Context: an optimization exercise on an open-source flow, tuned for small area. The choices shown serve that exercise and are no tape-out recipe.
The RTL was checked by simulation tests, not by an equivalence proof against the original design.

## flow/flow/run.sh

```bash
#!/bin/bash
# Layout flow: the standard layout, with the synthesis step run by the standard flow's own
# synthesis script but an area-oriented ABC mapping script (area.abc) in place of
# ORFS's speed script. Everything before and after ABC (flip-flop mapping, flattening,
# renaming) is the standard flow's synthesis unchanged, so the registers keep their names and cells.
set -euo pipefail
W=$(pwd)
export AREA_ABC_SCRIPT="$W/flow/area.abc"
export FLOW_SYNTH_TCL="$W/synth_recipe.tcl"
make -C "$FLOW_HOME" DESIGN_CONFIG="$W/config.mk" WORK_HOME="$W/orfs" CLKGATE_MAP_FILE= \
    SYNTH_SCRIPT="$W/flow/synth_area.tcl" synth > "$W/synth.log" 2>&1
bash "$W/standard.sh" > "$W/layout.log" 2>&1
```

## flow/flow/area.abc

```
strash
&get -n
&fraig -x
&put
scorr
dc2
dretime
strash
dc2
balance
rewrite
refactor
balance
rewrite
rewrite -z
balance
refactor -z
rewrite -z
balance
dc2
balance
rewrite
refactor
balance
rewrite
rewrite -z
balance
refactor -z
rewrite -z
balance
&get -n
&dch -f
&nf -R 1000
&put
```

## flow/flow/synth_area.tcl

```tcl
# synth_recipe.tcl with ORFS's ABC call redirected to the area script in AREA_ABC_SCRIPT
proc abc {args} {
  set i [lsearch -exact $args -script]
  if { $i >= 0 } {
    set args [lreplace $args [expr { $i + 1 }] [expr { $i + 1 }] $::env(AREA_ABC_SCRIPT)]
  }
  puts "area abc: $args"
  yosys abc {*}$args
}
source $::env(FLOW_SYNTH_TCL)
```

## flow/standard.sh

```bash
#!/bin/bash
# synth_recipe.tcl (not shown) runs the flow's synth.tcl, then flattens the netlist and writes it again
# the make line also repeats each setting of config.mk as NAME=value (left out here)
make -C /OpenROAD-flow-scripts/flow DESIGN_CONFIG=/design/flow/config.mk WORK_HOME=/design/flow/orfs CLKGATE_MAP_FILE= SYNTH_SCRIPT=/design/flow/synth_recipe.tcl "${@:-finish}"
```

## flow/config.mk

```make
export PLATFORM = sky130hd
export DESIGN_NAME = ee354_2048
export DESIGN_NICKNAME = ee354_2048
export VERILOG_FILES = /design/flow/design.v
export SDC_FILE = /design/flow/constraint.sdc
export NUM_CORES = 4
export LEC_CHECK = 0
export CAP_MARGIN = 20
export CORE_MARGIN = 2
export CORE_UTILIZATION = 40
export SLEW_MARGIN = 20
```

## flow/constraint.sdc

```tcl
create_clock -name core_clock -period 15.0 [get_ports {Clk}]
set_input_delay 3.0000 -clock core_clock [delete_from_list [all_inputs] [get_ports {Clk}]]
set_output_delay 3.0000 -clock core_clock [all_outputs]
set_load 0.01 [all_outputs]
```

## flow/design.v

```verilog
`timescale 1ns / 1ps
module step2048(input [3:0] a, input [3:0] b, output [3:0] ao, output [3:0] bo);
    wire z  = ~|a;
    wire eq = ~|(a ^ b);
    wire f = (~a[3] & ~(a[2] & a[1])) | (a[3] & a[1] & ~a[0]);
    wire m = z | eq;
    assign ao = m ? (z ? b : {a[2:0], f}) : a;
    assign bo = m ? 4'd0 : b;
endmodule
module line2048(input [15:0] i, output [15:0] o);
    wire [3:0] a0 = i[3:0], a1 = i[7:4], a2 = i[11:8], a3 = i[15:12];
    wire [3:0] b0, b1, c1, c2, d1, e1, e2, e3, f1, f2, g0, g1;
    step2048 s1(a0, a1, b0, b1);    
    step2048 s2(b1, a2, c1, c2);    
    step2048 s3(b0, c1, d1, e1);    
    step2048 s4(c2, a3, e2, e3);    
    step2048 s5(e1, e2, f1, f2);    
    step2048 s6(d1, f1, g0, g1);    
    assign o = {e3, f2, g1, g0};
endmodule
module move_in(input [63:0] bd, input A, input B, input ax, input fr, output [31:0] uin);
    function [3:0] cellv(input [63:0] b, input integer r, input integer c);
        cellv = b[(4*r+c)*4 +: 4];
    endfunction
    wire rn = ~ax & ~fr, rf = ~ax & fr, cn = ax & ~fr, cf = ax & fr;
    genvar gu, gp;
    generate for (gu = 0; gu < 2; gu = gu + 1) begin : u
        for (gp = 0; gp < 4; gp = gp + 1) begin : ip
            assign uin[gu*16 + gp*4 +: 4] =
                ({4{A & rn}} & cellv(bd, gu, gp))     | ({4{B & rn}} & cellv(bd, gu+2, gp))   |
                ({4{A & rf}} & cellv(bd, gu, 3-gp))   | ({4{B & rf}} & cellv(bd, gu+2, 3-gp)) |
                ({4{A & cn}} & cellv(bd, gp, gu))     | ({4{B & cn}} & cellv(bd, gp, gu+2))   |
                ({4{A & cf}} & cellv(bd, 3-gp, gu))   | ({4{B & cf}} & cellv(bd, 3-gp, gu+2));
        end
    end endgenerate
endmodule
module move_out(input [63:0] bd, input [31:0] uout, input A, input B, input clr, input pl,
                input ax, input [15:0] place, output [63:0] cur, output [63:0] bd_next);
    genvar gi, gj;
    generate for (gi = 0; gi < 4; gi = gi + 1) begin : ni
        for (gj = 0; gj < 4; gj = gj + 1) begin : nj
            wire [3:0] cR = uout[(gi%2)*16 + gj*4 +: 4];    
            wire [3:0] cC = uout[(gj%2)*16 + gi*4 +: 4];    
            wire bR = ((gi >= 2) & B & ~ax) | clr;
            wire bC = (gj >= 2) & B & ax;
            wire [3:0] cv = ({4{bR}} & cR) | ({4{bC}} & cC) | ({4{~(bR | bC)}} & bd[(4*gi+gj)*4 +: 4]);
            assign cur[(4*gi+gj)*4 +: 4] = cv;
            wire aR = (gi < 2) & A & ~ax;
            wire aC = (gj < 2) & A & ax;
            wire [3:0] pv = (pl & place[4*gi+gj]) ? 4'd1 : cv;
            wire [3:0] nv = ({4{aR}} & cR) | ({4{aC}} & cC) | ({4{~(aR | aC)}} & pv);
            assign bd_next[(4*gi+gj)*4 +: 4] = (gi == 0 && gj == 0) ? (nv | {3'b000, clr}) : nv;
        end
    end endgenerate
endmodule
module placer(input [63:0] cur, input hf, input vf, output [15:0] place, output placeable,
              output found_11);
    wire [15:0] blank, is11;
    genvar gi, gj;
    generate for (gi = 0; gi < 16; gi = gi + 1) begin : t
        assign blank[gi] = (cur[gi*4 +: 4] == 4'd0);
        assign is11[gi]  = (cur[gi*4 +: 4] == 4'b1000);
    end endgenerate
    assign placeable = |blank;
    assign found_11  = |is11;
    wire [15:0] stop = blank | is11;
    wire [3:0] rs = {|stop[15:12], |stop[11:8], |stop[7:4], |stop[3:0]};
    generate for (gi = 0; gi < 4; gi = gi + 1) begin : pr
        wire rb = vf ? |(rs >> (gi + 1)) : |(rs << (4 - gi));
        for (gj = 0; gj < 4; gj = gj + 1) begin : pc
            wire [3:0] rw = stop[4*gi +: 4];
            wire cb = hf ? |(rw >> (gj + 1)) : |(rw << (4 - gj));
            assign place[4*gi+gj] = blank[4*gi+gj] & ~rb & ~cb;
        end
    end endgenerate
endmodule
module display(input [9:0] hCount, input [9:0] vCount, input bright, input [63:0] cur,
               input hf, input vf, input bgset, input win, output [11:0] rgb);
    wire [10:0] t, u;
    genvar i;
    generate for (i = 0; i < 11; i = i + 1) begin : k
        assign t[i] = hCount >= 180 + 50*i;
        assign u[i] = hCount >= 221 + 50*i;
    end endgenerate
    wire keyh = |(t & ~u);
    wire keyv = (vCount >= 40) && (vCount < 81);
    wire inkey = keyh & keyv;
    wire [3:0] kexp;
    assign kexp[0] = ~t[3] | (t[4] & ~t[5]) | (t[6] & ~t[8]);
    assign kexp[1] = (t[1] & ~t[4]) | (t[5] & ~t[6]) | (t[7] & ~t[9]);
    assign kexp[2] = (t[2] & ~t[5]) | (t[6] & ~t[7]) | (t[8] & ~t[10]);
    assign kexp[3] = (t[3] & ~t[6]) | (t[7] & ~t[8]) | t[9];
    wire [3:0] rt, ru, ct, cu;
    generate for (i = 0; i < 4; i = i + 1) begin : b
        assign rt[i] = vCount >= 180 + 45*i;
        assign ru[i] = vCount >= 221 + 45*i;
        assign ct[i] = hCount >= 380 + 45*i;
        assign cu[i] = hCount >= 421 + 45*i;
    end endgenerate
    wire inboard = |(rt & ~ru) & |(ct & ~cu);
    wire [1:0] br = {rt[2], (rt[1] & ~rt[2]) | rt[3]};
    wire [1:0] bc = {ct[2], (ct[1] & ~ct[2]) | ct[3]};
    wire [3:0] bexp = cur[{br ^ {vf, vf}, bc ^ {hf, hf}, 2'b00} +: 4];
    wire [3:0] e = inkey ? kexp : bexp;
    reg [11:0] color;
    always @(*)
        case (e)
            4'b0000: color = 12'h666;    
            4'b0001: color = 12'hEDC;    
            4'b0010: color = 12'hC23;    
            4'b0011: color = 12'hC98;    
            4'b0100: color = 12'h2B4;    
            4'b0101: color = 12'hEB4;    
            4'b0110: color = 12'h8B5;    
            4'b0111: color = 12'hD95;    
            4'b1000: color = 12'h15D;    
            4'b1001: color = 12'hBD4;    
            4'b1010: color = 12'hF33;    
            4'b1011: color = 12'hFB0;    
            4'b1100: color = 12'h4AD;    
            4'b1101: color = 12'hF65;    
            4'b1110: color = 12'hF84;    
            4'b1111: color = 12'hF44;    
        endcase
    wire [11:0] background = ~bgset ? 12'hFFF : (win ? 12'h080 : 12'h800);
    assign rgb = ~bright ? 12'h000 : (inkey | inboard) ? color : background;
endmodule
module ee354_2048(Clk, Reset, q_I, q_Wait, q_Up, q_Down, q_Right, q_Left, q_Win, q_Lose, up, down, left, right, hCount, vCount, rgb, background, bright);
input Clk, Reset;
input up, down, left, right;
input [9:0] hCount, vCount;
input bright;
output q_I, q_Wait, q_Up, q_Down, q_Right, q_Left, q_Win, q_Lose;
output [11:0] rgb;
output [11:0] background;
reg sI, sW, sM, sWin, sLose;
reg ax;           
reg fr;           
reg hf, vf;       
reg bgset;        
reg first;        
reg pend;         
wire far = fr ^ (ax ? vf : hf);
assign q_I = sI;
assign q_Wait = sW;
assign q_Up = sM & ax & ~far;
assign q_Down = sM & ax & far;
assign q_Left = sM & ~ax & ~far;
assign q_Right = sM & ~ax & far;
assign q_Win = sWin;
assign q_Lose = sLose;
assign background = ~bgset ? 12'hFFF : (sWin ? 12'h080 : 12'h800);
reg [63:0] bd;    
wire A = sM;            
wire B = sW & pend;     
wire [31:0] uin, uout;
wire [63:0] cur, bd_next;
wire [15:0] place;
wire placeable, found_11;
move_in mi(.bd(bd), .A(A), .B(B), .ax(ax), .fr(fr), .uin(uin));
line2048 ln0(uin[15:0], uout[15:0]);
line2048 ln1(uin[31:16], uout[31:16]);
move_out mo(.bd(bd), .uout(uout), .A(A), .B(B), .clr(sI), .pl(sW & first), .ax(ax),
            .place(place), .cur(cur), .bd_next(bd_next));
placer pc(.cur(cur), .hf(hf), .vf(vf), .place(place), .placeable(placeable), .found_11(found_11));
display dp(.hCount(hCount), .vCount(vCount), .bright(bright), .cur(cur), .hf(hf), .vf(vf),
           .bgset(bgset), .win(sWin), .rgb(rgb));
always @(posedge Clk)
    bd <= bd_next;
wire go = ~found_11 & placeable & (up | down | left | right);
always @(posedge Clk) begin
    first <= ~sW;
    pend <= sM;
    if (sW) begin
        ax <= up | down;
        fr <= (up | down) ? (~up ^ vf) : (~left ^ hf);
    end
    if (sI) begin
        hf <= 1'b0;
        vf <= 1'b0;
    end else if (sM & fr) begin
        hf <= hf ^ ~ax;
        vf <= vf ^ ax;
    end
end
always @(posedge Clk, posedge Reset)
begin
    if (Reset) begin
        sI <= 1'b1;
        sW <= 1'b0;
        sM <= 1'b0;
        sWin <= 1'b0;
        sLose <= 1'b0;
        bgset <= 1'b0;
    end else begin
        sI <= 1'b0;
        sW <= sI | sM | (sW & ~found_11 & placeable & ~go);
        sM <= sW & go;
        sWin <= sWin | (sW & found_11);
        sLose <= sLose | (sW & ~found_11 & ~placeable);
        bgset <= sWin | sLose;
    end
end
endmodule
```

==> run notes, run 1 <==
Status: no timing/DRC/antenna violations
Core ar.: 20400 µm²
Via count: 11055
CTS tree: built
PortBufs: 58
Bufs on Longest Clock Path: 2
Most flops, register: bd
Post-route minimum period: 14.08 ns
Highest Clock Rate: 0.0710 GHz
Most common flop cell mapped by yosys: dfxtp_1
Post-Syn Instances: 1254
Netlist cell types: 72
Critical path type: reg -> out
Die ar.: 22100 µm²
Initial Util: 41.0%
TritonCTS buffer count: 9
Cell mode on critical path: nor2_1
Largest family of logic cells by synthesized area: compound AO/OA/AOI/OAI gates
Fillers: 2109
Post-synthesis compound-gate area fraction: 40.3%
Boundary Pins: 59
Clock Sinks: 76
Grt ovf: 0
Worst-path clk slew: 0.06 ns
Startpoint types: flip-flop
Post-synthesis net count: 1285
Share of cells above drive strength 1: 5.49%
Hold path depth: 1
Root buffer cell: clkbuf_16
GRT Util Overall: 32.4%
Die Wd: 149 µm
Pre-CTS setup slack: 0.623 ns
Average wire per standard cell: 22.3 µm
Arrival time worst endpoint: 11.08 ns
Worst min path class: reg -> reg
CTS H-tree depth: 3
Crit end category: primary output
RSZ-0062 raised after global routing: no
Post-route ant nets: 0
Synth Register Bits: 76
Slowest CP cell: clkdlybuf4s50_1
DPL Wire Length: 27700 µm
Xor/xnor share of the synthesized area: 5.03%
GPL Wtd Cong: 1.04
Post-Synth Simple-Gate Area: 29.8%
Initial antenna violation count: 0
Setup violators final: 0
Detailed Route WL: 36500 µm
Number of synthesized flops with an enable pin: 2
Sequential area share after synthesis: 18.8%
# rows: 52
Total negative slack: 0 ns
Vias/cell: 6.76
Initial DRC count: 1710
Final Hold Violating Endpoints: 0
Mux contribution to synthesized area: 2.58%
Synth Cell Area: 8360 µm²
Synth Warn #: 3
Diodes inserted: 0
Die extent in y: 149 µm
Post-CTS Hold Fix Bufs: 0
Maxcap violations: 0
Largest net degree at the start of global routing: 45
PnR worst setup slack: 0.921 ns
CP required: 12.00 ns
DR pass1 iterations: 13
Nets: 1391
Depth of the most critical reg-to-reg path: 39
Max-slew violations: 0
Number of flip-flops in the largest register: 64
DRC: 0
Slew @ Worst Pin: 1.05 ns
First-pass GRT wire length: 56400 µm
Area Growth Syn to Fin: 18.6%
Worst slew margin: 29.7%
Setup Skew: 0.00726 ns
Avg Inst Size Synth: 6.66 µm²
Post-route clock period utilization: 93.9%
Async S/R FF share, synth: 7.89%
CP peak stage delay: 0.56 ns
Clock Latency Late Sink: 0.35 ns
CP Max Fanout: 24
Adder-cell area share of the yosys netlist: 0.599%
Vias in the first global route: 9936
-- what timing repair did --
item,in CTS,in global routing
endpoints found under the setup margin,0,12
gates resized for setup,0,12
buffers inserted,0,3
-- metrics by stage --
step | utilization (%) | cell area [µm²] | hold WS, ns | std cells
floorplan | - | 8360 | 0.486 | 1254
global placement | 47.0 | 9570 | 0.491 | 1616
detailed placement | 47.0 | 9570 | 0.495 | 1616
CTS | 48.4 | 9850 | 0.512 | 1632
global route | 48.7 | 9910 | 0.524 | 1635
finish | 48.7 | 9910 | 0.512 | 1635
-- critical path, delay by kind of cell (launching register included) --
family,cells,cell delay [ns]
mux,1,0.40
flops,1,0.55
compound gates,12,3.23
xor+xnor,3,0.55
simple gates,21,4.19
buf+inv,8,1.76
-- cell usage in the layout (no fill, tap or decap), types with 30 or more instances in the layout --
| cell type | n |
|---|---|
| nand2_1 | 214 |
| nor2_1 | 136 |
| o21ai_0 | 127 |
| a21oi_1 | 125 |
| dfxtp_1 | 68 |
| clkdlybuf4s50_1 | 58 |
| a22oi_1 | 49 |
| clkinv_1 | 44 |
| buf_4 | 44 |
| a222oi_1 | 35 |
| xnor2_1 | 31 |
| nand3_1 | 30 |
-- routing by layer --
metal | GRT usage [%] | part of all wire (%) | up-vias
met3 | 6.90 | 12 | 134
met4 | 12.1 | 4.5 | 0
met2 | 50.6 | 43 | 809
met1 | 44.1 | 41 | 5064
met5 | 0 | 0 | -
li1 | - | - | 5048
-- worst paths after layout --
| kind | slack (ns) | startpoint | end |
|---|---|---|---|
| min | 0.51 | sLose | sLose |
| max in group asynchronous | 11.94 | Reset | sI |
| min in group asynchronous | 2.83 | Reset | bgset |
| max | 0.92 | sW | rgb[1] |
| min reg2reg | 0.51 | sLose | sLose |
| max reg2reg | 4.84 | ax | bd[24] |
-- cell usage after synthesis (18+ instances only) --
master / instances / area [µm²]
a21oi_1: 126 / 631
a22oi_1: 49 / 368
nor2_1: 138 / 518
dfxtp_1: 68 / 1360
clkinv_1: 44 / 165
xnor2_1: 32 / 280
and2_0: 18 / 113
nand3_1: 30 / 150
a222oi_1: 35 / 350
o21ai_0: 128 / 641
nand4_1: 19 / 119
nand2_1: 214 / 803
a31oi_1: 27 / 169
nor2b_1: 25 / 156
a221oi_1: 19 / 166
-- logic make-up (layout without fill, tap and decap cells) --
group / count (synthesis) / in the layout
compound gates: 510 / 510
mux: 20 / 20
xor+xnor: 48 / 48
buf+inv: 53 / 164
fa+ha+maj: 4 / 4
simple gates: 542 / 542
other cells: 1 / 1
flops: 76 / 76
-- cell type report --
class | instances | area (µm²) | share of cell area (%)
multi-input cells | 1125 | 6610 | 66.7
flip-flops and latches | 76 | 1570 | 15.9
well taps | 270 | 338 | 3.41
clock inverters | 2 | 10.0 | 0.101
repair buffers | 104 | 951 | 9.59
inverters | 44 | 165 | 1.67
clock buffers | 14 | 264 | 2.66
==> inputs of run 2 (changes only) <==
--- a/flow/design.v
+++ b/flow/design.v
@@ -41,9 +41,9 @@
         for (gj = 0; gj < 4; gj = gj + 1) begin : nj
             wire [3:0] cR = uout[(gi%2)*16 + gj*4 +: 4];    
             wire [3:0] cC = uout[(gj%2)*16 + gi*4 +: 4];    
-            wire bR = ((gi >= 2) & B & ~ax) | clr;
+            wire bR = (gi >= 2) & B & ~ax;
             wire bC = (gj >= 2) & B & ax;
-            wire [3:0] cv = ({4{bR}} & cR) | ({4{bC}} & cC) | ({4{~(bR | bC)}} & bd[(4*gi+gj)*4 +: 4]);
+            wire [3:0] cv = ({4{bR}} & cR) | ({4{bC}} & cC) | ({4{~(bR | bC | clr)}} & bd[(4*gi+gj)*4 +: 4]);
             assign cur[(4*gi+gj)*4 +: 4] = cv;
             wire aR = (gi < 2) & A & ~ax;
             wire aC = (gj < 2) & A & ax;
@@ -97,10 +97,22 @@
         assign ct[i] = hCount >= 380 + 45*i;
         assign cu[i] = hCount >= 421 + 45*i;
     end endgenerate
-    wire inboard = |(rt & ~ru) & |(ct & ~cu);
-    wire [1:0] br = {rt[2], (rt[1] & ~rt[2]) | rt[3]};
-    wire [1:0] bc = {ct[2], (ct[1] & ~ct[2]) | ct[3]};
-    wire [3:0] bexp = cur[{br ^ {vf, vf}, bc ^ {hf, hf}, 2'b00} +: 4];
+    wire [3:0] ir = rt & ~ru, ic = ct & ~cu;    
+    wire inboard = |ir & |ic;
+    wire [3:0] pr = vf ? {ir[0], ir[1], ir[2], ir[3]} : ir;
+    wire [3:0] pc = hf ? {ic[0], ic[1], ic[2], ic[3]} : ic;
+    reg [3:0] bexp;
+    reg [3:0] colv;
+    integer r, c;
+    always @(*) begin
+        bexp = 4'd0;
+        for (c = 0; c < 4; c = c + 1) begin
+            colv = 4'd0;
+            for (r = 0; r < 4; r = r + 1)
+                colv = colv | ({4{pr[r]}} & cur[(4*r+c)*4 +: 4]);
+            bexp = bexp | ({4{pc[c]}} & colv);
+        end
+    end
     wire [3:0] e = inkey ? kexp : bexp;
     reg [11:0] color;
     always @(*)
@@ -138,8 +150,7 @@
 reg fr;           
 reg hf, vf;       
 reg bgset;        
-reg first;        
-reg pend;         
+reg pend;
 wire far = fr ^ (ax ? vf : hf);
 assign q_I = sI;
 assign q_Wait = sW;
@@ -160,7 +171,7 @@
 move_in mi(.bd(bd), .A(A), .B(B), .ax(ax), .fr(fr), .uin(uin));
 line2048 ln0(uin[15:0], uout[15:0]);
 line2048 ln1(uin[31:16], uout[31:16]);
-move_out mo(.bd(bd), .uout(uout), .A(A), .B(B), .clr(sI), .pl(sW & first), .ax(ax),
+move_out mo(.bd(bd), .uout(uout), .A(A), .B(B), .clr(sI), .pl(B), .ax(ax),
             .place(place), .cur(cur), .bd_next(bd_next));
 placer pc(.cur(cur), .hf(hf), .vf(vf), .place(place), .placeable(placeable), .found_11(found_11));
 display dp(.hCount(hCount), .vCount(vCount), .bright(bright), .cur(cur), .hf(hf), .vf(vf),
@@ -169,8 +180,7 @@
     bd <= bd_next;
 wire go = ~found_11 & placeable & (up | down | left | right);
 always @(posedge Clk) begin
-    first <= ~sW;
-    pend <= sM;
+    pend <= ~sW;
     if (sW) begin
         ax <= up | down;
         fr <= (up | down) ? (~up ^ vf) : (~left ^ hf);
==> flow/flow/run.sh (replaced) <==
#!/bin/bash
# Layout flow: the standard layout, with the synthesis step run by the standard flow's own
# synthesis script but an area-oriented ABC mapping script (area.abc) in place of
# ORFS's speed script. Everything before and after ABC (flip-flop mapping, flattening,
# renaming) is the standard flow's synthesis unchanged, so the registers keep their names and cells.
# The later steps are the standard.sh with smaller port buffers, no timing-driven
# global placement and smaller clock-tree buffers (clkbuf_8).
set -euo pipefail
W=$(pwd)
export AREA_ABC_SCRIPT="$W/flow/area.abc"
export FLOW_SYNTH_TCL="$W/synth_recipe.tcl"
make -C "$FLOW_HOME" DESIGN_CONFIG="$W/config.mk" WORK_HOME="$W/orfs" CLKGATE_MAP_FILE= \
    SYNTH_SCRIPT="$W/flow/synth_area.tcl" synth > "$W/synth.log" 2>&1
bash "$W/standard.sh" \
    "BUFFER_PORTS_ARGS=-buffer_cell sky130_fd_sc_hd__buf_1" \
    GPL_TIMING_DRIVEN=0 \
    "CTS_ARGS=-sink_clustering_enable -repair_clock_nets -dont_use_dummy_load -buf_list sky130_fd_sc_hd__clkbuf_8" \
    CAP_MARGIN=10 SLEW_MARGIN=10 \
    finish > "$W/layout.log" 2>&1
--- a/flow/flow/area.abc
+++ b/flow/flow/area.abc
@@ -29,6 +29,7 @@
 rewrite -z
 balance
 &get -n
-&dch -f
-&nf -R 1000
+&deepsyn -T 300
+&dch -f -C 32
+&nf -R 1000 -p -C 32
 &put
==> run 2 against run 1 <==
Compared with the run above:
- cell area is 17% lower
- first-iteration DRC count is 26% lower
- utilization is 2.9 points lower
- sequential share of layout area is 3.0 points higher
- largest cell class unchanged
- critical endpoint is now rgb[8]
- via count is 19% lower
- clock-buffer cell count is 5 lower
- critical path type unchanged
- synthesized cell count is 13% lower
- fmax is 0.79% higher
- sequential cell count is 1 lower
==> run notes, run 2 <==
Status: no timing/DRC/antenna violations
Depth of the most critical reg-to-reg path: 39
Post-CTS Hold Fix Bufs: 0
Fillers: 1941
Worst-path clk slew: 0.09 ns
Commonest cells after routing, fill and taps aside: nor2_1, nand2_1, a21oi_1
Initial DRC count: 1266
Grt ovf: 0
CP Max Fanout: 38
First-pass GRT wire length: 44300 µm
Async S/R FF share, synth: 8.00%
Post-route minimum period: 13.97 ns
Number of flip-flops in the largest register: 64
Maxcap violations: 0
Most common flop cell mapped by yosys: dfxtp_1
Post-Syn Instances: 1086
Die Wd: 140 µm
Global routing met2 resource utilization: 44.3%
Initial Util: 41.0%
Hold path depth: 1
Synth top area share: 18.1%
Startpoint types: flip-flop
Crit end category: primary output
Pre-CTS setup slack: -0.318 ns
Met1 usage: 37.5%
Core ar.: 18000 µm²
Core Util, Final: 45.8%
CP required: 12.00 ns
Highest Clock Rate: 0.0716 GHz
Synth Cell Area: 7400 µm²
Share of cells above drive strength 1: 4.30%
Synth top area cells: dfxtp_1, nor2_1, nand2_1
Post-synthesis net count: 1122
Sequential area share after synthesis: 21.0%
Avg Inst Size Synth: 6.81 µm²
Slowest CP cell: a222oi_1
Setup violators final: 0
Vias in the first global route: 8252
Synth Register Bits: 75
Setup Skew: 0.0301 ns
Post-route clock period utilization: 93.1%
GRT Util Overall: 27.7%
TritonCTS buffer count: 9
Netlist cell types: 61
Root buffer cell: clkbuf_8
Post-route ant nets: 0
Max-slew violations: 0
Most frequent cells after synthesis: nor2_1, nand2_1, a21oi_1, o21ai_0, dfxtp_1
Via count: 9009
Nets: 1202
Area Growth Syn to Fin: 11.6%
Diodes inserted: 0
Clock Sinks: 75
Most flops, register: bd
Global-route met3 utilization: 4.89%
Total negative slack: 0 ns
Gr busiest metal: met2
Critical path type: reg -> out
Initial antenna violation count: 0
Largest net degree at the start of global routing: 43
Boundary Pins: 59
Arrival time worst endpoint: 10.97 ns
Most common cell after layout, fill and taps aside: nor2_1
Average wire per standard cell: 20.0 µm
DR pass1 iterations: 10
Worst slew margin: 24.9%
PnR worst setup slack: 1.03 ns
Die extent in y: 140 µm
Final Hold Violating Endpoints: 0
Post-synth top area cell: dfxtp_1
Vias/cell: 6.47
Number of synthesized flops with an enable pin: 2
Worst min path class: reg -> reg
Detailed Route WL: 27900 µm
CTS H-tree depth: 3
CTS tree: built
Synth Warn #: 3
# rows: 49
DPL Wire Length: 21500 µm
PortBufs: 58
Bufs on Longest Clock Path: 2
CP peak stage delay: 0.71 ns
DRC: 0
Slew @ Worst Pin: 1.11 ns
Die ar.: 19600 µm²
GPL Wtd Cong: 0.981
Clock Latency Late Sink: 0.38 ns
Count leader, synth: nor2_1
run 2: final timing paths:
check | start | endpoint | slack, ns
max in group asynchronous | Reset | sI | 12.32
worst max-delay path | sM | rgb[8] | 1.03
worst max register to register | sM | bd[12] | 4.04
min in group asynchronous | Reset | sLose | 2.45
worst min-delay path | sLose | sLose | 0.52
worst min register to register | sLose | sLose | 0.52
run 2: area by class of cell:
type / instances / area (µm²) / area share [%]
multi-input cells: 966 / 5730 / 69.4
plain buffers: 9 / 67.6 / 0.818
repair buffers: 69 / 355 / 4.30
clock buffers: 9 / 124 / 1.50
flip-flops and latches: 75 / 1550 / 18.8
inverters: 36 / 135 / 1.64
well taps: 229 / 287 / 3.47
run 2: worst max-delay path, delay by kind of cell, from the launching register on:
kind	cells	cell delay (ns)
AOI/OAI and AO/OA	17	4.83
and+or+nand+nor	20	4.48
DFF	1	0.60
buffers and inverters	2	0.41
xor gates and xnor gates	2	0.26
run 2: logic make-up after synthesis:
family | count (synthesis) | synth area share, %
multiplexers | 15 | 2.11
AND/OR/NAND/NOR | 494 | 30.4
other | 1 | 0.0507
adder cells (fa/ha/maj) | 9 | 1.52
XOR/XNOR | 28 | 3.32
buffers and inverters | 45 | 2.74
AO/OA/AOI/OAI | 419 | 38.8
flip-flops | 75 | 21.0
run 2: layer usage:
metal	up-vias	part of all wire, %	routed length (µm)
li1	4329	-	-
met5	-	0	0
met2	423	45	12700
met3	68	7.6	2130
met1	4189	44	12200
met4	0	3.3	923
run 2: repair_timing:
item / in CTS / in global routing
buffers inserted: 1 / 4
setup endpoints to repair: 11 / 12
gates resized for setup: 4 / 16
pin swaps: 1 / 2
run 2: metrics by stage:
| stage | std cells | instance area (µm²) | hold WS [ns] |
|---|---|---|---|
| 6_report | 1393 | 8260 | 0.520 |
| 3_3_place_gp | 1373 | 7900 | 0.491 |
| 3_5_place_dp | 1379 | 8030 | 0.491 |
| 2_1_floorplan | 1086 | 7400 | 0.460 |
| 5_1_grt | 1393 | 8260 | 0.560 |
| 4_1_cts | 1389 | 8170 | 0.526 |
==> inputs of run 3 (changes only) <==
--- a/flow/design.v
+++ b/flow/design.v
@@ -2,9 +2,9 @@
 module step2048(input [3:0] a, input [3:0] b, output [3:0] ao, output [3:0] bo);
     wire z  = ~|a;
     wire eq = ~|(a ^ b);
-    wire f = (~a[3] & ~(a[2] & a[1])) | (a[3] & a[1] & ~a[0]);
+    wire f = (~b[3] & ~(b[2] & b[1])) | (b[3] & b[1] & ~b[0]);
     wire m = z | eq;
-    assign ao = m ? (z ? b : {a[2:0], f}) : a;
+    assign ao = m ? (z ? b : {b[2:0], f}) : a;
     assign bo = m ? 4'd0 : b;
 endmodule
 module line2048(input [15:0] i, output [15:0] o);
@@ -163,7 +163,7 @@
 assign background = ~bgset ? 12'hFFF : (sWin ? 12'h080 : 12'h800);
 reg [63:0] bd;    
 wire A = sM;            
-wire B = sW & pend;     
+wire B = pend;          
 wire [31:0] uin, uout;
 wire [63:0] cur, bd_next;
 wire [15:0] place;
@@ -180,7 +180,6 @@
     bd <= bd_next;
 wire go = ~found_11 & placeable & (up | down | left | right);
 always @(posedge Clk) begin
-    pend <= ~sW;
     if (sW) begin
         ax <= up | down;
         fr <= (up | down) ? (~up ^ vf) : (~left ^ hf);
@@ -202,7 +201,9 @@
         sWin <= 1'b0;
         sLose <= 1'b0;
         bgset <= 1'b0;
+        pend <= 1'b0;
     end else begin
+        pend <= sI | sM;
         sI <= 1'b0;
         sW <= sI | sM | (sW & ~found_11 & placeable & ~go);
         sM <= sW & go;
==> flow/flow/synth_area.tcl (replaced) <==
# synth_recipe.tcl with ORFS's ABC call redirected to the area script in AREA_ABC_SCRIPT,
# and no extraction of half and full adders (ABC maps that logic with the rest)
proc abc {args} {
  set i [lsearch -exact $args -script]
  if { $i >= 0 } {
    set args [lreplace $args [expr { $i + 1 }] [expr { $i + 1 }] $::env(AREA_ABC_SCRIPT)]
  }
  puts "area abc: $args"
  yosys abc {*}$args
}
# leave half and full adders to ABC
proc extract_fa {args} { puts "extract_fa skipped" }
# the smallest buffer for output ports that share a net (they get port buffers later)
set ::env(MIN_BUF_CELL_AND_PORTS) "sky130_fd_sc_hd__buf_1 A X"
source $::env(FLOW_SYNTH_TCL)
==> run 3 against run 2 <==
Compared with the run above:
- die area fell by 1.1%
- synthesized area fell by 1.2%
- clock-buffer cell count did not move
- global-route usage rose by 0.60 points
- sequential share of layout area rose by 0.40 points
- critical endpoint unchanged
==> run notes, run 3 <==
Share of cells above drive strength 1: 3.00%
GRT Util Overall: 28.3%
Worst-path clk slew: 0.09 ns
Crit end category: primary output
Number of flip-flops in the largest register: 64
PortBufs: 58
Placed Instances: 1385
DPL Wire Length: 21600 µm
CTS tree: built
Core Util, Final: 45.3%
Hold path depth: 1
Average wire per standard cell: 20.2 µm
Vias/cell: 6.51
Area Growth Syn to Fin: 11.2%
Diodes inserted: 0
Worst flop-to-flop path endpoint: bd[48]
Setup violators final: 0
CP Max Fanout: 37
Synth Cell Area: 7310 µm²
Synth Register Bits: 75
Worst hold start: sLose
Setup slack, reg-to-reg: 3.66 ns
Sequential area share after synthesis: 21.3%
Post-route minimum period: 14.04 ns
# rows: 49
Buf/Inv on CP: 3
Critical path type: reg -> out
Most frequent cells after synthesis: nor2_1, nand2_1, o21ai_0, a21oi_1, dfxtp_1
First-pass GRT wire length: 44200 µm
Synth Warn #: 3
Initial Util: 40.7%
DR pass1 iterations: 9
Die ar.: 19400 µm²
Initial DRC count: 1331
Async S/R FF share, synth: 9.33%
Synth top area share: 18.1%
Initial antenna violation count: 0
Largest net degree at the start of global routing: 46
Via count: 9074
Most common cell after layout, fill and taps aside: nand2_1
Max-slew violations: 0
PnR worst setup slack: 0.963 ns
DRC: 0
Reg-to-Reg Start: pend
Non-filler instance count after layout: 1394
Bufs on Longest Clock Path: 2
Reg area: 1560 µm²
CP delay by family, top: simple AND/OR/NAND/NOR gates
Post-Syn Instances: 1092
CTS H-tree depth: 3
Post-synthesis net count: 1119
Clock Sinks: 75
Worst Hold End: sLose
Postcts setup bufs: 0
CP required: 12.00 ns
Worst slew margin: 30.0%
Detailed Route WL: 28200 µm
Slowest CP cell: dfrtp_2
Core ar.: 18000 µm²
Fillers: 1926
CP Depth: 41
Vias in the first global route: 8087
Final hold slack: 0.505 ns
Worst min path class: reg -> reg
Pre-CTS setup slack: 0.0844 ns
Count leader, synth: nor2_1
Slew @ Worst Pin: 1.05 ns
Avg Inst Size Synth: 6.69 µm²
CP peak stage delay: 0.64 ns
Most common flop cell mapped by yosys: dfxtp_1
Post-route ant nets: 0
Die extent in y: 139 µm
Highest Clock Rate: 0.0712 GHz
Final Hold Violating Endpoints: 0
Nets: 1194
Grt ovf: 0
Commonest cells after routing, fill and taps aside: nand2_1, nor2_1, o21ai_0
Root buffer cell: clkbuf_8
Depth of the most critical reg-to-reg path: 41
Total negative slack: 0 ns
Synth top area cells: dfxtp_1, nor2_1, nand2_1
Most flops, register: bd
Maxcap violations: 0
Boundary Pins: 59
Clock Latency Late Sink: 0.38 ns
Number of synthesized flops with an enable pin: 2
Status: no timing/DRC/antenna violations
Die Wd: 139 µm
Area occupied by multi-input gates: 5640 µm²
Post-route clock period utilization: 93.6%
TritonCTS buffer count: 9
Post-CTS Hold Fix Bufs: 0
Arrival time worst endpoint: 11.04 ns
Startpoint types: flip-flop
GPL Wtd Cong: 1.02
Post-synth top area cell: dfxtp_1
Setup Skew: 0.0244 ns
Netlist cell types: 61
## run 3: changes by cell type in the layout (fill, tap and decap cells not counted), sizes merged, moves of 6 or more
| cell | delta |
|---|---|
| and2 | +6 |
| nor3 | -8 |
| ha | -9 |
| nor4 | +8 |
| a31oi | -6 |
| nand2 | +7 |
| a21o | -6 |
| o21ai | +21 |
| or2 | +6 |
| nand2b | -6 |
## run 3: cell type report
type,instances,share of cell area (%)
Buffer,9,0.416
Clock buffer,9,1.52
Inverter,40,1.85
Timing Repair Buffer,64,4.12
Tap cell,229,3.52
Multi-Input combinational cell,968,69.3
Sequential cell,75,19.2
## run 3: per-stage QoR
| step | cell area (µm²) |
|---|---|
| after global routing | 8130 |
| after global placement | 7810 |
| final | 8130 |
| after floorplan | 7310 |
| after CTS | 8080 |
| after detailed placement | 7960 |
## run 3: metal layers
| metal | vias to the layer above | share of wire [%] | GRT usage, % |
|---|---|---|---|
| met5 | - | 0 | 0 |
| met2 | 454 | 45 | 45.0 |
| met4 | 0 | 3.2 | 9.68 |
| met1 | 4234 | 43 | 39.2 |
| met3 | 73 | 8.2 | 4.21 |
| li1 | 4313 | - | - |
## run 3: kinds of logic after synthesis
| kind of cell | Yosys count | share of synthesized area, % |
|---|---|---|
| XOR/XNOR | 26 | 3.12 |
| buffers and inverters | 49 | 2.52 |
| multiplexers | 17 | 2.41 |
| flip-flops | 75 | 21.3 |
| AND/OR/NAND/NOR | 503 | 31.6 |
| other | 1 | 0.0513 |
| AO/OA/AOI/OAI | 421 | 38.9 |
## run 3: worst max-delay path by stage
stage	to	slack (ns)	from
6_report	rgb[8]	0.96	pend
5_1_grt	rgb[8]	-0.05	pend
4_1_cts	rgb[8]	0.22	sM
3_5_place_dp	rgb[8]	0.08	sM
3_3_place_gp	rgb[8]	-1.93	sM
2_1_floorplan	rgb[8]	1.58	sM
## run 3: repair_timing
action / in CTS / in global routing
cloned: 0 / 0
endpoints found under the setup margin: 6 / 12
gates resized for setup: 3 / 12
==> inputs of run 4 (changes only) <==
--- a/flow/flow/run.sh
+++ b/flow/flow/run.sh
@@ -4,7 +4,7 @@
 # ORFS's speed script. Everything before and after ABC (flip-flop mapping, flattening,
 # renaming) is the standard flow's synthesis unchanged, so the registers keep their names and cells.
 # The later steps are the standard.sh with smaller port buffers, no timing-driven
-# global placement and smaller clock-tree buffers (clkbuf_8).
+# global placement and smaller clock-tree buffers (clkbuf_8) and a denser floorplan.
 set -euo pipefail
 W=$(pwd)
 export AREA_ABC_SCRIPT="$W/flow/area.abc"
@@ -15,5 +15,5 @@
     "BUFFER_PORTS_ARGS=-buffer_cell sky130_fd_sc_hd__buf_1" \
     GPL_TIMING_DRIVEN=0 \
     "CTS_ARGS=-sink_clustering_enable -repair_clock_nets -dont_use_dummy_load -buf_list sky130_fd_sc_hd__clkbuf_8" \
-    CAP_MARGIN=10 SLEW_MARGIN=10 \
+    CAP_MARGIN=10 SLEW_MARGIN=10 CORE_UTILIZATION=60 \
     finish > "$W/layout.log" 2>&1
==> run 4 against run 3 <==
Compared with the run above:
- synthesized area stayed put
- sequential share of layout area is 0.22 points higher
- critical path type unchanged
- critical endpoint unchanged
==> run notes, run 4 <==
Commonest cells after routing, fill and taps aside: nand2_1, nor2_1, o21ai_0
Diodes inserted: 0
Synth Register Bits: 75
DRC: 0
Netlist cell types: 61
DP Area: 7830 µm²
Max-slew violations: 0
Worst-path clk slew: 0.07 ns
Avg Inst Size Synth: 6.69 µm²
RSZ-0062 raised after global routing: no
Worst hold start: sLose
Via count: 9316
Vias/cell: 7.09
First-pass GRT wire length: 41700 µm
CP required: 12.00 ns
Final Hold Violating Endpoints: 0
Die extent in y: 114 µm
Critical path type: reg -> out
TritonCTS buffer count: 9
Final hold slack: 0.490 ns
Count leader, synth: nor2_1
Detailed Route WL: 27000 µm
CTS tree: built
Startpoint types: flip-flop
Setup Skew: 0.0294 ns
Slowest CP cell: dfrtp_2
Worst min path class: reg -> reg
Slew @ Worst Pin: 1.20 ns
Sequential area share after synthesis: 21.3%
Grt ovf: 0
Most common cell after layout, fill and taps aside: nand2_1
Crit end category: primary output
PortBufs: 58
Synth Cell Area: 7310 µm²
CTS H-tree depth: 3
CP Max Fanout: 42
Most common flop cell mapped by yosys: dfxtp_1
Arrival time worst endpoint: 11.32 ns
Number of synthesized flops with an enable pin: 2
# rows: 40
Vias in the first global route: 7999
Cell mode on critical path: nand2_1
Synth top area cells: dfxtp_1, nor2_1, nand2_1
GRT Util Overall: 40.1%
Clock Latency Late Sink: 0.37 ns
Non-filler instance count after layout: 1314
Pre-CTS setup slack: -0.266 ns
Most frequent cells after synthesis: nor2_1, nand2_1, o21ai_0, a21oi_1, dfxtp_1
Post-route ant nets: 0
Worst slew margin: 20.2%
DR pass1 iterations: 10
Placed Instances: 1301
Number of flip-flops in the largest register: 64
Average wire per standard cell: 20.6 µm
Total negative slack: 0 ns
Nets: 1196
Synth Warn #: 3
Post-CTS Hold Fix Bufs: 0
Core ar.: 12000 µm²
Async S/R FF share, synth: 9.33%
Clock Sinks: 75
Initial antenna violation count: 0
Initial DRC count: 1897
Synth top area share: 18.1%
Share of cells above drive strength 1: 3.08%
Largest net degree at the start of global routing: 47
PnR worst setup slack: 0.676 ns
Status: no timing/DRC/antenna violations
DPL Wire Length: 20000 µm
GPL Wtd Cong: 1.06
Most flops, register: bd
CP peak stage delay: 0.63 ns
Post-Syn Instances: 1092
Post-synthesis net count: 1119
Initial Util: 61.1%
Root buffer cell: clkbuf_8
Bufs on Longest Clock Path: 2
Post-synth top area cell: dfxtp_1
Reg-to-Reg Start: sM
CP Launch Point: sM
Post-route clock period utilization: 95.5%
Boundary Pins: 59
Die Wd: 114 µm
Die ar.: 13100 µm²
Highest Clock Rate: 0.0698 GHz
Post-route minimum period: 14.32 ns
Setup violators final: 0
Finished layout cell area: 8030 µm²
Fillers: 1129
Maxcap violations: 0
Area Growth Syn to Fin: 9.83%
## run 4: routing by layer
| layer | global-route usage (%) | vias up | routed length [µm] |
|---|---|---|---|
| li1 | - | 4339 | - |
| met1 | 56.0 | 4261 | 11200 |
| met2 | 60.2 | 624 | 11600 |
| met3 | 8.95 | 92 | 3210 |
| met4 | 15.3 | 0 | 1010 |
| met5 | 0 | - | 0 |
## run 4: path summary, 6_finish.rpt
path / end / slack, ns / cells past startpoint
max: rgb[8] / 0.68 / 40
min: sLose / 0.49 / 1
max reg2reg: bd[28] / 3.34 / 40
min reg2reg: sLose / 0.49 / 1
max in group asynchronous: sI / 12.26 / 2
min in group asynchronous: sLose / 2.50 / 2
## run 4: critical path, delay by kind of cell (launching register included)
| family | cells | cell delay [ns] |
|---|---|---|
| compound gates | 17 | 4.83 |
| simple gates | 17 | 3.92 |
| buf+inv | 3 | 0.76 |
| flops | 1 | 0.63 |
| mux | 2 | 0.52 |
| xor+xnor | 1 | 0.25 |
## run 4: cell type report
type / instances / area (µm²) / area share, %
multi-input cells: 970 / 5650 / 70.3
plain buffers: 9 / 33.8 / 0.421
flip-flops and latches: 75 / 1560 / 19.4
well taps: 147 / 184 / 2.29
inverters: 40 / 151 / 1.89
clock buffers: 9 / 124 / 1.54
repair buffers: 64 / 328 / 4.08
## run 4: kinds of logic after synthesis
kind of cell              after synthesis  synth area share (%)
muxes                                  17                  2.41
xor gates and xnor gates               26                  3.12
DFF                                    75                  21.3
buffers and inverters                  49                  2.52
other                                   1                0.0513
AOI/OAI and AO/OA                     421                  38.9
and+or+nand+nor                       503                  31.6
## run 4: per-stage QoR
| step | utilization [%] |
|---|---|
| floorplan | - |
| global placement | 64.5 |
| detailed placement | 65.5 |
| CTS | 66.6 |
| global route | 67.1 |
| finish | 67.1 |
## run 4: repair_timing
action	CTS	global route
resized for setup	4	11
setup endpoints to repair	12	12
pin swaps	1	2
buffers inserted	0	2
gates cloned	1	1
==> inputs of run 5 (changes only) <==
--- a/flow/flow/area.abc
+++ b/flow/flow/area.abc
@@ -31,5 +31,5 @@
 &get -n
 &deepsyn -T 300
 &dch -f -C 32
-&nf -R 1000 -p -C 32
+&nf -R 1000 -p -C 32 -F 8 -A 4 -E 10
 &put
==> run 5 against run 4 <==
Compared with the run above:
- still clean on timing, DRC and antenna
- synthesized cell count decreased by 3.8%
- die area decreased by 1.2%
- clock-buffer cell count unchanged
- critical path type unchanged
==> run notes, run 5 <==
Placed Instances: 1259
Pre-CTS setup slack: -0.185 ns
Hold path depth: 1
PortBufs: 58
Worst min path class: reg -> reg
Worst flop-to-flop path endpoint: sW
DR pass1 iterations: 8
Post-Syn Instances: 1050
Initial antenna violation count: 0
Initial Util: 60.8%
Synth Cell Area: 7210 µm²
Share of cells above drive strength 1: 2.94%
Area Growth Syn to Fin: 9.56%
PnR worst setup slack: 0.745 ns
Most flops, register: bd
Maxcap violations: 0
GPL Wtd Cong: 1.04
Count leader, synth: nor2_1
Core Util, Final: 66.6%
Number of synthesized flops with an enable pin: 2
Post-route minimum period: 14.25 ns
# rows: 40
CP Max Fanout: 37
Async S/R FF share, synth: 9.33%
CTS tree: built
Core ar.: 11900 µm²
Crit end category: primary output
Most frequent cells after synthesis: nor2_1, nand2_1, a21oi_1, o21ai_0, dfxtp_1
Synth top area share: 18.3%
Post-CTS Hold Fix Bufs: 0
Synth Warn #: 3
Max-slew violations: 0
Setup slack, reg-to-reg: 4.11 ns
Average wire per standard cell: 20.4 µm
Largest net degree at the start of global routing: 45
Post-synthesis net count: 1077
Number of flip-flops in the largest register: 64
Slew @ Worst Pin: 1.21 ns
Setup Skew: 0.0275 ns
DPL Wire Length: 19300 µm
Initial DRC count: 1675
Most common cell after layout, fill and taps aside: nand2_1
Diodes inserted: 0
Final Hold Violating Endpoints: 0
Fillers: 1141
Status: no timing/DRC/antenna violations
Worst slew margin: 19.5%
Non-filler instance count after layout: 1269
RSZ-0062 raised after global routing: no
Grt ovf: 0
Clock Latency Late Sink: 0.38 ns
Worst-path clk slew: 0.07 ns
Detailed Route WL: 25800 µm
Synth Register Bits: 75
Via count: 9101
Reg-to-Reg Start: sM
Slowest CP cell: dfrtp_2
Setup violators final: 0
Synth top area cells: dfxtp_1, a21oi_1, nor2_1
Worst Hold End: bgset
Sequential area share after synthesis: 21.6%
Bufs on Longest Clock Path: 2
Arrival time worst endpoint: 11.25 ns
Clock Sinks: 75
Commonest cells after routing, fill and taps aside: nand2_1, nor2_1, a21oi_1
First-pass GRT wire length: 40600 µm
DRC: 0
Critical path type: reg -> out
Vias in the first global route: 7692
Total negative slack: 0 ns
Nets: 1151
GRT Util Overall: 39.1%
Worst hold start: sLose
TritonCTS buffer count: 9
CTS H-tree depth: 3
Post-route clock period utilization: 95.0%
Root buffer cell: clkbuf_8
Highest Clock Rate: 0.0702 GHz
Avg Inst Size Synth: 6.87 µm²
Die Wd: 114 µm
CP peak stage delay: 0.66 ns
Die extent in y: 114 µm
Most common flop cell mapped by yosys: dfxtp_1
Startpoint types: flip-flop
Boundary Pins: 59
CP required: 12.00 ns
Post-synth top area cell: dfxtp_1
Post-route ant nets: 0
Final hold slack: 0.509 ns
Die ar.: 12900 µm²
Depth of the most critical reg-to-reg path: 38
Cell mode on critical path: o21ai_0
Netlist cell types: 66
Vias/cell: 7.17
Postcts setup bufs: 0
## run 5: cell types whose count changed in the layout (fill, tap and decap cells not counted), sizes merged, moves of 7 or more
cell / delta
a21oi: +8
clkinv: +12
nand2: -35
nand2b: -7
nor2: -32
nor2b: +10
o21ai: -21
o22ai: +11
or2: -10
## run 5: area by class of cell
| cell class | count | area [µm²] | share of cell area [%] |
|---|---|---|---|
| plain buffers | 9 | 33.8 | 0.427 |
| flip-flops and latches | 75 | 1560 | 19.8 |
| clock buffers | 9 | 124 | 1.57 |
| repair buffers | 63 | 288 | 3.64 |
| multi-input cells | 914 | 5520 | 69.8 |
| well taps | 147 | 184 | 2.33 |
| inverters | 52 | 195 | 2.47 |
## run 5: per-stage QoR
stage          instance area, µm²
5_1_grt                      7900
6_report                     7900
3_3_place_gp                 7620
4_1_cts                      7850
2_1_floorplan                7210
3_5_place_dp                 7700
## run 5: how the worst max path moves through the flow
stage                     cells past startpoint      to  start
after floorplan                              38  rgb[1]   pend
after global placement                       40  rgb[8]     sM
after detailed placement                     37  rgb[1]     sM
after CTS                                    42  rgb[8]   pend
after global routing                         44  rgb[8]     sM
final                                        42  rgb[8]     sM
## run 5: kinds of logic (layout without fill, tap and decap cells)
| group | count (synthesis) | in the layout | synth area share [%] |
|---|---|---|---|
| XOR/XNOR | 26 | 26 | 3.16 |
| AND/OR/NAND/NOR | 440 | 440 | 28.8 |
| multiplexers | 18 | 18 | 2.60 |
| adder cells (fa/ha/maj) | 1 | 1 | 0.139 |
| other | 1 | 1 | 0.0520 |
| AO/OA/AOI/OAI | 428 | 428 | 40.5 |
| flip-flops | 75 | 75 | 21.6 |
| buffers and inverters | 61 | 133 | 3.17 |
## run 5: timing repair
action	4_1_cts	5_1_grt
gates resized for setup	4	12
endpoints found under the setup margin	11	12
endpoints found under the hold margin	0	0
gates cloned	0	0
## run 5: layer usage
layer  wire length (µm)  vias up  GRT usage (%)  part of all wire, %
met5                  0        -              0                    0
met4               1240        0           14.7                  4.8
met3               3010      103           8.98                   12
met2              11000      619           58.9                   42
met1              10600     4150           54.7                   41
li1                   -     4229              -                    -
## run 5: worst max-delay path, delay by kind of cell, from the launching register on
family / cells / cell delay, ns
mux: 1 / 0.39
compound gates: 21 / 5.36
buf+inv: 4 / 1.06
simple gates: 16 / 3.37
flops: 1 / 0.66
==> inputs of run 6 (changes only) <==
--- a/flow/design.v
+++ b/flow/design.v
@@ -145,7 +145,8 @@
 output q_I, q_Wait, q_Up, q_Down, q_Right, q_Left, q_Win, q_Lose;
 output [11:0] rgb;
 output [11:0] background;
-reg sI, sW, sM, sWin, sLose;
+reg sW, sM, sWin, sLose;
+wire sI = ~(sW | sM | sWin | sLose);
 reg ax;           
 reg fr;           
 reg hf, vf;       
@@ -195,7 +196,6 @@
 always @(posedge Clk, posedge Reset)
 begin
     if (Reset) begin
-        sI <= 1'b1;
         sW <= 1'b0;
         sM <= 1'b0;
         sWin <= 1'b0;
@@ -204,7 +204,6 @@
         pend <= 1'b0;
     end else begin
         pend <= sI | sM;
-        sI <= 1'b0;
         sW <= sI | sM | (sW & ~found_11 & placeable & ~go);
         sM <= sW & go;
         sWin <= sWin | (sW & found_11);
==> run 6 against run 5 <==
Compared with the run above:
- still clean on timing, DRC and antenna
- setup slack gained 0.15 ns
- sequential share of layout area fell by 0.93 points
- critical path depth is the same
- clock-buffer cell count unchanged
- die area up 1.9%
- fmax rose by 1.1%
- largest cell class unchanged
==> run notes, run 6 <==
TritonCTS buffer count: 9
Arrival time worst endpoint: 11.10 ns
Crit end category: primary output
Post-route ant nets: 0
Boundary Pins: 59
Sequential area share after synthesis: 20.8%
CTS tree: built
PortBufs: 58
Async S/R FF share, synth: 8.11%
Post-route clock period utilization: 94.0%
Synth top area cells: dfxtp_1, a21oi_1, nor2_1
Post-CTS Hold Fix Bufs: 0
Synth Register Bits: 74
Most flops, register: bd
Diodes inserted: 0
Critical path type: reg -> out
Max-slew violations: 0
GPL Wtd Cong: 1.03
Area Growth Syn to Fin: 10.8%
Finished layout cell area: 8150 µm²
Setup Skew: 0.0255 ns
Post-Syn Instances: 1111
Startpoint types: flip-flop
Initial Util: 61.3%
GRT Util Overall: 39.9%
Reg area: 1540 µm²
CP peak stage delay: 0.61 ns
Final Hold Violating Endpoints: 0
Nets: 1218
Via count: 9353
Grt ovf: 0
Worst slew margin: 20.1%
Clock Latency Late Sink: 0.38 ns
Core ar.: 12000 µm²
Die extent in y: 115 µm
DPL Wire Length: 20400 µm
Largest net degree at the start of global routing: 44
Commonest cells after routing, fill and taps aside: nand2_1, nor2_1, a21oi_1
Vias/cell: 7.00
Avg Inst Size Synth: 6.62 µm²
Bufs on Longest Clock Path: 2
Setup violators final: 0
Most common cell after layout, fill and taps aside: nand2_1
Vias in the first global route: 8128
Worst min path class: reg -> reg
Clock Sinks: 74
Status: no timing/DRC/antenna violations
Slowest CP cell: dfrtp_4
First-pass GRT wire length: 41700 µm
Synth Cell Area: 7360 µm²
Initial antenna violation count: 0
Count leader, synth: nor2_1
Post-synth top area cell: dfxtp_1
Die Wd: 115 µm
Average wire per standard cell: 19.9 µm
# rows: 40
Detailed Route WL: 26600 µm
DP Area: 7890 µm²
Total negative slack: 0 ns
Die ar.: 13200 µm²
Highest Clock Rate: 0.0709 GHz
Post-synthesis net count: 1138
CP Max Fanout: 43
DR pass1 iterations: 11
Netlist cell types: 57
Root buffer cell: clkbuf_8
DRC: 0
CP required: 12.00 ns
Worst-path clk slew: 0.07 ns
RSZ-0062 raised after global routing: no
Placed Instances: 1323
Slew @ Worst Pin: 1.20 ns
CTS H-tree depth: 3
Number of synthesized flops with an enable pin: 2
Number of flip-flops in the largest register: 64
Synth top area share: 18.0%
Post-route minimum period: 14.10 ns
Maxcap violations: 0
Most common flop cell mapped by yosys: dfxtp_1
Fillers: 1134
Initial DRC count: 1622
Most frequent cells after synthesis: nor2_1, nand2_1, a21oi_1, o21ai_0, dfxtp_1
Area occupied by multi-input gates: 5700 µm²
Non-filler instance count after layout: 1336
Share of cells above drive strength 1: 3.45%
Synth Warn #: 3
run 6: metrics by stage:
| step | util, % | hold WS (ns) | setup WS, ns |
|---|---|---|---|
| after floorplan | - | 0.464 | 1.74 |
| after global placement | 64.6 | 0.477 | -1.42 |
| after detailed placement | 65.7 | 0.487 | 0.137 |
| after CTS | 66.8 | 0.516 | 0.0720 |
| after global routing | 67.9 | 0.534 | 0.0271 |
| final | 67.9 | 0.514 | 0.895 |
run 6: final timing paths:
check | start | endpoint | slack, ns | cells after the start
worst max-delay path | sM | rgb[8] | 0.90 | 42
worst min-delay path | sLose | sLose | 0.51 | 1
min in group asynchronous | Reset | sWin | 2.47 | 2
max in group asynchronous | Reset | sM | 12.36 | 2
worst max register to register | sM | bd[44] | 3.93 | 40
worst min register to register | sLose | sLose | 0.51 | 1
run 6: logic make-up (layout without fill, tap and decap cells):
logic type	after synthesis	count (layout)	synth area share, %
AO/OA/AOI/OAI	426	426	38.5
buffers and inverters	66	144	3.37
XOR/XNOR	28	28	3.33
flip-flops	74	74	20.8
multiplexers	18	18	2.47
adder cells (fa/ha/maj)	1	1	0.136
AND/OR/NAND/NOR	498	498	31.3
run 6: routing by layer:
layer | global-route usage, % | wire length (µm) | up-vias
li1 | - | - | 4381
met3 | 11.0 | 3450 | 97
met1 | 53.1 | 10800 | 4253
met5 | 1.11 | 0 | -
met4 | 16.7 | 1110 | 0
met2 | 61.1 | 11300 | 622
run 6: area by class of cell:
class	instances	share of cell area, %
multi-input combinational	971	69.9
timing repair buffer	69	4.45
buffer	9	0.414
tap	147	2.26
clock buffer	9	1.52
inverter	57	2.62
sequential	74	18.8
run 6: timing repair:
item | 4_1_cts | 5_1_grt
endpoints found under the setup margin | 9 | 12
setup buffers | 0 | 4
resized for setup | 3 | 18
pin swaps | 0 | 2
run 6: critical path, delay by kind of cell (launching register included):
| family | cells | cell delay [ns] |
|---|---|---|
| buffers and inverters | 2 | 0.27 |
| AND/OR/NAND/NOR | 17 | 3.63 |
| flip-flops | 1 | 0.61 |
| multiplexers | 1 | 0.33 |
| XOR/XNOR | 3 | 0.55 |
| AO/OA/AOI/OAI | 19 | 5.30 |
==> inputs of run 7 (changes only) <==
--- a/flow/design.v
+++ b/flow/design.v
@@ -145,13 +145,17 @@
 output q_I, q_Wait, q_Up, q_Down, q_Right, q_Left, q_Win, q_Lose;
 output [11:0] rgb;
 output [11:0] background;
-reg sW, sM, sWin, sLose;
-wire sI = ~(sW | sM | sWin | sLose);
+reg [2:0] st;
+wire sI = (st == 3'b000);
+wire sW = ~st[2] & st[0];
+wire sM = ~st[2] & st[1] & ~st[0];
+wire sWin = st[2] & ~st[1];
+wire sLose = st[2] & st[1];
+wire bgset = st[2] & st[0];
+wire pend = ~st[2] & ~st[1] & st[0];
 reg ax;           
 reg fr;           
 reg hf, vf;       
-reg bgset;        
-reg pend;
 wire far = fr ^ (ax ? vf : hf);
 assign q_I = sI;
 assign q_Wait = sW;
@@ -179,7 +183,6 @@
            .bgset(bgset), .win(sWin), .rgb(rgb));
 always @(posedge Clk)
     bd <= bd_next;
-wire go = ~found_11 & placeable & (up | down | left | right);
 always @(posedge Clk) begin
     if (sW) begin
         ax <= up | down;
@@ -195,20 +198,12 @@
 end
 always @(posedge Clk, posedge Reset)
 begin
-    if (Reset) begin
-        sW <= 1'b0;
-        sM <= 1'b0;
-        sWin <= 1'b0;
-        sLose <= 1'b0;
-        bgset <= 1'b0;
-        pend <= 1'b0;
-    end else begin
-        pend <= sI | sM;
-        sW <= sI | sM | (sW & ~found_11 & placeable & ~go);
-        sM <= sW & go;
-        sWin <= sWin | (sW & found_11);
-        sLose <= sLose | (sW & ~found_11 & ~placeable);
-        bgset <= sWin | sLose;
+    if (Reset)
+        st <= 3'b000;
+    else begin
+        st[2] <= st[2] | (sW & (found_11 | ~placeable));
+        st[1] <= st[2] ? st[1] : (sW & ~found_11);
+        st[0] <= st[2] | ~st[0] | (~found_11 & placeable & ~(up | down | left | right));
     end
 end
 endmodule
==> run 7 against run 6 <==
Compared with the run above:
- still clean on timing, DRC and antenna
- register-to-register slack worse by 0.14 ns
- clock-buffer cell count stayed put
- non-clock buffer count is 4 higher
- hold slack better by 0.029 ns
- synthesized area is 2.5% lower
- clock skew is 0.00068 ns lower
- largest cell class unchanged
==> run notes, run 7 <==
Status: no timing/DRC/antenna violations
Synth Warn #: 3
Avg Inst Size Synth: 6.64 µm²
Most common cell after layout, fill and taps aside: nand2_1
Nets: 1192
Area Growth Syn to Fin: 10.7%
Grt ovf: 0
Core ar.: 11600 µm²
Max-slew violations: 0
Root buffer cell: clkbuf_8
Die extent in y: 113 µm
Die Wd: 113 µm
Detailed Route WL: 26200 µm
Met1 usage: 55.3%
Non-filler instance count after layout: 1306
Cell mode on critical path: a21oi_1
Final Hold Violating Endpoints: 0
DPL Wire Length: 19800 µm
TritonCTS buffer count: 9
Core Util, Final: 68.7%
Slew @ Worst Pin: 1.10 ns
Vias in the first global route: 7814
First-pass GRT wire length: 41000 µm
Synth top area share: 18.4%
Clock Sinks: 71
Bufs on Longest Clock Path: 2
Post-Syn Instances: 1080
Gr busiest metal: met2
Global routing met2 resource utilization: 59.3%
Worst slew margin: 26.7%
Crit end category: primary output
Commonest cells after routing, fill and taps aside: nand2_1, nor2_1, a21oi_1
GPL Wtd Cong: 1.07
DR pass1 iterations: 14
Clock Latency Late Sink: 0.37 ns
Number of synthesized flops with an enable pin: 2
Global-route met3 utilization: 10.9%
Largest net degree at the start of global routing: 35
Worst min path class: reg -> reg
CP delay by family, top: simple AND/OR/NAND/NOR gates
# rows: 39
CP Max Fanout: 21
Number of flip-flops in the largest register: 64
Synth Cell Area: 7180 µm²
Synth top area cells: dfxtp_1, nand2_1, a21oi_1
Most frequent cells after synthesis: nand2_1, nor2_1, a21oi_1, o21ai_0, dfxtp_1
Async S/R FF share, synth: 4.23%
Post-route clock period utilization: 94.6%
PortBufs: 58
Final hold slack: 0.543 ns
Share of cells above drive strength 1: 3.87%
Regs by FF count: bd x64, st x3
Arrival time worst endpoint: 11.19 ns
Boundary Pins: 59
Count leader, synth: nand2_1
Most common flop cell mapped by yosys: dfxtp_1
CP peak stage delay: 0.61 ns
Initial antenna violation count: 0
Pre-CTS setup slack: -0.679 ns
Startpoint types: flip-flop
Die ar.: 12900 µm²
Average wire per standard cell: 20.0 µm
CTS H-tree depth: 3
Most flops, register: bd
Highest Clock Rate: 0.0705 GHz
Diodes inserted: 0
Initial DRC count: 1590
PnR worst setup slack: 0.814 ns
DRC: 0
Post-route minimum period: 14.19 ns
Post-CTS Hold Fix Bufs: 0
CP required: 12.00 ns
Netlist cell types: 63
Sequential area share after synthesis: 20.3%
Initial Util: 62.0%
Post-route ant nets: 0
CTS tree: built
Worst-path clk slew: 0.07 ns
Buf/Inv on CP: 4
Post-synthesis net count: 1107
Vias/cell: 7.04
Via count: 9190
Post-synth top area cell: dfxtp_1
Slowest CP cell: dfrtp_1
Maxcap violations: 0
Synth Register Bits: 71
GRT Util Overall: 39.8%
Setup violators final: 0
Critical path type: reg -> out
Placed Instances: 1286
Setup Skew: 0.0248 ns
==> run 7: cell count changes after synthesis, sizes merged, moves of 9 or more <==
| cell | previous run | this run |
|---|---|---|
| nand2 | 149 | 163 |
| a22oi | 28 | 12 |
| nand2b | 30 | 20 |
| nor2 | 151 | 142 |
| clkinv | 57 | 45 |
| nor4 | 13 | 3 |
| and2 | 30 | 21 |
| o21ai | 89 | 100 |
==> run 7: metrics by stage <==
stage	area [µm²]	setup TNS [ns]
finish	7940	0
detailed placement	7660	-5.12
global placement	7570	-20.87
floorplan	7180	0
CTS	7810	0
global route	7940	-0.0677
==> run 7: per-layer routing <==
metal  up-vias  part of all wire [%]
met5         -                     0
met1      4071                    41
li1       4294                     -
met3       110                    14
met2       715                    41
met4         0                   4.0
==> run 7: what timing repair did <==
action,4_1_cts,5_1_grt
pin swaps,1,5
resized for setup,7,20
endpoints found under the setup margin,12,12
cloned,1,0
setup buffers,0,10
==> run 7: cell families after synthesis <==
kind of cell | Yosys count | share of synthesized area (%)
AOI/OAI and AO/OA | 421 | 38.8
muxes | 26 | 3.71
and+or+nand+nor | 475 | 30.3
xor gates and xnor gates | 33 | 4.03
DFF | 71 | 20.3
buffers and inverters | 54 | 2.82
==> run 7: final cells by class <==
type | count | area, µm²
multi-input cells | 956 | 5610
well taps | 143 | 179
clock buffers | 9 | 124
repair buffers | 73 | 368
inverters | 45 | 169
fillers | 1082 | 3620
flip-flops and latches | 71 | 1460
plain buffers | 9 | 33.8
==> run 7: path summary, 6_finish.rpt <==
kind	from	endpoint	slack, ns	cells past startpoint
max	st[2]	rgb[8]	0.81	46
min in group asynchronous	Reset	st[1]	2.46	2
max in group asynchronous	Reset	st[0]	12.43	2
min	bd[21]	bd[21]	0.54	2
min reg2reg	bd[21]	bd[21]	0.54	2
max reg2reg	st[2]	bd[56]	3.79	48
==> run 7: worst reg2reg max path: cells and delay by family, from the launching register on <==
kind,cells,cell delay [ns]
AND/OR/NAND/NOR,25,5.67
buffers and inverters,2,0.40
flip-flops,1,0.61
AO/OA/AOI/OAI,19,4.03
XOR/XNOR,1,0.13
multiplexers,1,0.26

re-timing with driven ports:
Ports are ideal in the flow. The routed layouts listed here were re-timed in OpenROAD.
Step 1 (the two cells are an assumption about what drives the block):
set clk [get_ports {Clk}]
set_driving_cell -lib_cell sky130_fd_sc_hd__clkbuf_16 $clk
set_driving_cell -lib_cell sky130_fd_sc_hd__buf_2 [delete_from_list [all_inputs] $clk]
Step 2 moves the port delays by t, midway between the first and last clock arrival at a register: inputs arrive t later, outputs are due t later. That takes back most of the time a late clock gives input paths.
Three values: ideal ports, drivers, drivers and shift; two values: the first two.
run | t (ns) | slack for setup (ns) | worst data-port slew with drivers (ns) | cell pins on the clock port's net
run 1 | 0.392 | 0.921 / 0.873 / 1.265 | 0.04 | 1
run 2 | 0.397 | 1.031 / 1.003 / 1.400 | 0.04 | 1
run 3 | 0.408 | 0.963 / 0.925 / 1.333 | 0.03 | 1
run 4 | 0.396 | 0.676 / 0.638 / 1.034 | 0.03 | 1
run 5 | 0.401 | 0.745 / 0.709 / 1.111 | 0.03 | 1
run 6 | 0.401 | 0.895 / 0.859 / 1.260 | 0.03 | 1
run 7 | 0.394 | 0.814 / 0.783 / 1.177 | 0.03 | 1
After both steps setup and hold are still met in every run listed.
